Context: an optimization exercise on an open-source flow, tuned for small area. The choices shown serve that exercise and are no tape-out recipe. In this exercise RTL edits were held to simulation tests only and were not proved equivalent to the original. The clock input has no modelled driver; a real chip could not lean on it and would need a root buffer or a full tree. Power and IR drop assume default switching activity.

Setup of job 6735:
==> flow/design.v (excerpt) <==
module simple_cpu (
    input  wire       CLK,
    input  wire       RST,         
    input  wire       Rx_in,
    output wire       Tx_out,
    output wire [7:0] LED_out
);
Size in the first run: about 240 cells after synthesis, about 53 flip-flops.
clock: 10.0 ns
lec_check: 0
cap_margin: 20
core_margin: 2
core_utilization: 40
place_density: 0.6
slew_margin: 20
standard.sh (not shown) runs the stock make flow with config.mk's settings and CLKGATE_MAP_FILE= SYNTH_SCRIPT=/design/flow/synth_recipe.tcl, a recipe that flattens the netlist after the stock synthesis.
==> flow/flow/run.sh <==
#!/bin/bash
# Own layout flow: the standard flow (standard.sh: same synthesis script,
# same steps, same floorplan, power grid and tap cells) with three settings
# changed for a smaller layout of this small, slow design:
#  - synthesis restructures logic with ABC's &deepsyn and maps it with the
#    area-oriented mapper (amap) instead of
#    the delay-oriented script; flip-flops are mapped exactly as before;
#  - port buffers use the smallest buffer (buf_1); every input and output
#    port still gets one;
set -uo pipefail
here=$(pwd)
rm -rf "$here/scripts_own"
cp -r "$FLOW_HOME/scripts" "$here/scripts_own"
cp "$here/flow/abc_area_map.script" "$here/scripts_own/abc_speed.script"
export SCRIPTS_DIR="$here/scripts_own"
export BUFFER_PORTS_ARGS="-buffer_cell sky130_fd_sc_hd__buf_1"
export POST_CTS_TCL="$here/flow/no_root_buffer.tcl"
export CTS_ARGS="-sink_clustering_enable -repair_clock_nets -buf_list sky130_fd_sc_hd__clkbuf_8 -root_buf sky130_fd_sc_hd__clkbuf_8 -dont_use_dummy_load"
bash standard.sh > standard.log 2>&1
status=$?
tail -5 standard.log
exit $status
==> flow/flow/abc_area_map.script <==
strash
&get -n
&deepsyn -J 20
&put
dch -f
amap
==> flow/flow/no_root_buffer.tcl <==
set block [ord::get_db_block]
set port_net [$block findNet CLK]
set root ""
foreach it [$port_net getITerms] {
  set inst [$it getInst]
  if {[string match "*clkbuf*" [[$inst getMaster] getName]]} { set root $inst }
}
if {$root eq ""} { error "no root clock buffer" }
if {[llength [$port_net getITerms]] != 1} { error "clock port drives more than the root buffer" }
set root_out ""
foreach it [$root getITerms] {
  if {[$it isOutputSignal]} { set root_out [$it getNet] }
}
set leaves 0
foreach it [$root_out getITerms] {
  set inst [$it getInst]
  if {$inst eq $root} { continue }
  if {![string match "*clkbuf*" [[$inst getMaster] getName]]} { error "root buffer drives a non-buffer" }
  incr leaves
}
if {$leaves > 4} { error "root buffer drives $leaves leaf buffers" }
foreach it [$root_out getITerms] {
  if {[$it getInst] eq $root} { continue }
  $it disconnect
  $it connect $port_net
}
odb::dbInst_destroy $root
odb::dbNet_destroy $root_out
puts "no_root_buffer: clock port now drives $leaves leaf clock buffers"
detailed_placement
check_placement -verbose
estimate_parasitics -placement
report_clock_skew
Edits applied to the flow inputs when going from job 6735 to job 4503:
==> flow/run.sh (new file) <==
#!/bin/bash
# synth_recipe.tcl (not shown) runs the flow's synth.tcl, then flattens the netlist and writes it again
# the make line also repeats each setting of config.mk as NAME=value (left out here)
make -C /OpenROAD-flow-scripts/flow DESIGN_CONFIG=/design/flow/config.mk WORK_HOME=/design/flow/orfs CLKGATE_MAP_FILE= SYNTH_SCRIPT=/design/flow/synth_recipe.tcl finish
removed: flow/flow/run.sh
removed: flow/flow/abc_area_map.script
removed: flow/flow/no_root_buffer.tcl
removed: flow/standard.sh
### Flow results
- Compared to job 6735, job 4503 has global-route usage over all layers 1.8 points lower.
- On met1 demand-to-capacity share in global routing, the lower figure sits with job 4503, not job 6735.
- Width of the chip, job 4503 vs job 6735: up by a few percent
- Sort job 4503 and job 6735 by first-pass GRT wire length, descending, and job 4503 comes first.
- Setup slack: job 4503 more than job 6735
diff inputs: job 4503 => job 4385
==> flow/flow/run.sh (new file) <==
#!/bin/bash
# Own layout flow: the standard flow (standard.sh: same synthesis script,
# same steps, same floorplan, power grid and tap cells) with three settings
# changed for a smaller layout of this small, slow design:
#  - synthesis restructures logic with ABC's &deepsyn and maps it with the
#    area-oriented mapper (amap) instead of
#    the delay-oriented script; flip-flops are mapped exactly as before;
#  - port buffers use the smallest buffer (buf_1); every input and output
#    port still gets one;
set -uo pipefail
here=$(pwd)
rm -rf "$here/scripts_own"
cp -r "$FLOW_HOME/scripts" "$here/scripts_own"
cp "$here/flow/abc_area_map.script" "$here/scripts_own/abc_speed.script"
export SCRIPTS_DIR="$here/scripts_own"
export BUFFER_PORTS_ARGS="-buffer_cell sky130_fd_sc_hd__buf_1"
export POST_CTS_TCL="$here/flow/no_root_buffer.tcl"
export CTS_ARGS="-sink_clustering_enable -sink_clustering_size 30 -sink_clustering_max_diameter 200 -repair_clock_nets -buf_list sky130_fd_sc_hd__clkbuf_8 -root_buf sky130_fd_sc_hd__clkbuf_8 -dont_use_dummy_load"
bash standard.sh > standard.log 2>&1
status=$?
tail -5 standard.log
exit $status
==> flow/flow/abc_area_map.script (new file) <==
strash
&get -n
&deepsyn -J 20
&put
dch -f
amap
==> flow/flow/no_root_buffer.tcl (new file) <==
set block [ord::get_db_block]
set port_net [$block findNet CLK]
set root ""
foreach it [$port_net getITerms] {
  set inst [$it getInst]
  if {[string match "*clkbuf*" [[$inst getMaster] getName]]} { set root $inst }
}
if {$root eq ""} { error "no root clock buffer" }
if {[llength [$port_net getITerms]] != 1} { error "clock port drives more than the root buffer" }
set root_out ""
foreach it [$root getITerms] {
  if {[$it isOutputSignal]} { set root_out [$it getNet] }
}
set leaves 0
foreach it [$root_out getITerms] {
  set inst [$it getInst]
  if {$inst eq $root} { continue }
  if {![string match "*clkbuf*" [[$inst getMaster] getName]]} { error "root buffer drives a non-buffer" }
  incr leaves
}
if {$leaves > 4} { error "root buffer drives $leaves leaf buffers" }
foreach it [$root_out getITerms] {
  if {[$it getInst] eq $root} { continue }
  $it disconnect
  $it connect $port_net
}
odb::dbInst_destroy $root
odb::dbNet_destroy $root_out
puts "no_root_buffer: clock port now drives $leaves leaf clock buffers"
detailed_placement
check_placement -verbose
estimate_parasitics -placement
report_clock_skew
==> flow/standard.sh (new file) <==
#!/bin/bash
# synth_recipe.tcl (not shown) runs the flow's synth.tcl, then flattens the netlist and writes it again
# the make line also repeats each setting of config.mk as NAME=value (left out here)
make -C /OpenROAD-flow-scripts/flow DESIGN_CONFIG=/design/flow/config.mk WORK_HOME=/design/flow/orfs CLKGATE_MAP_FILE= SYNTH_SCRIPT=/design/flow/synth_recipe.tcl "${@:-finish}"
removed: flow/run.sh
--- outcome ---
- Going from job 4503 to job 4385, the worst setup slack was found to have gone down by 0.77 ns.
- | fraction of power consumed by sequential logic | job 4385 vs job 4503 | 14 points higher |
- Total half-perimeter wirelength after legalization and detailed placement came out higher on job 4385 than on job 4503.
- For job 4503, the timing startpoint of the critical path was Rx_in, unlike job 4385, where it was bn[0]$_DFFE_PN1P_.
- Compared to job 4503, the router laid down more metal wire for job 4385.
- Initial standard-cell utilization of the core for job 4385: 1.0 points up relative to job 4503
- Routability-driven placement congestion ratio: job 4385 > job 4503
- Against job 4503, number of distinct standard cells referenced by the synthesized netlist in job 4385 fell by more than a quarter.
- Area of the mapped netlist went down by a little under 10% going from job 4503 to job 4385.
- On post-synthesis net count, the higher figure sits with job 4503, not job 4385.
- Between job 4503 and job 4385, non-clock buffer instance count of the final layout is higher for job 4385, job 4503 comes in under that.
- Relative to job 4503, tap cell instance count has decreased by 5 in job 4385.

-- re-timing with driven ports --
The flow's constraints put no driver on any port. The routed layouts listed below were extracted and timed again, unchanged, in two steps.
Step 1 sets driving cells, clkbuf_16 on the clock port and buf_2 on the other inputs (assumed; they add their load-dependent delay and slew).
Step 2 moves the port delays by t, midway between the first and last clock arrival at a register: inputs arrive t later, outputs are due t later. That takes back most of the time a late clock gives input paths.
Three values: ideal ports, drivers, drivers and shift; two values: the first two.
| run | t (ns) | setup WS [ns] | hold slack, ns | clock arrival spread, ns | cell pins on the clock port's net |
|---|---|---|---|---|---|
| job 6735 | 0.200 | 5.707 / 5.707 / 5.707 | 0.325 / 0.325 / 0.325 | 0.019 / 0.019 | 4 |
| job 4503 | 0.334 | 6.477 / 6.485 / 6.151 | 0.333 / 0.333 / 0.333 | 0.011 / 0.012 | 1 |
| job 4385 | 0.200 | 5.707 / 5.707 / 5.707 | 0.325 / 0.325 / 0.325 | 0.019 / 0.019 | 4 |
After both steps every run listed still meets setup and hold. The setup slack of job 4503, which loses most, moves by +0.008 ns with the drivers and by -0.326 ns with both steps.
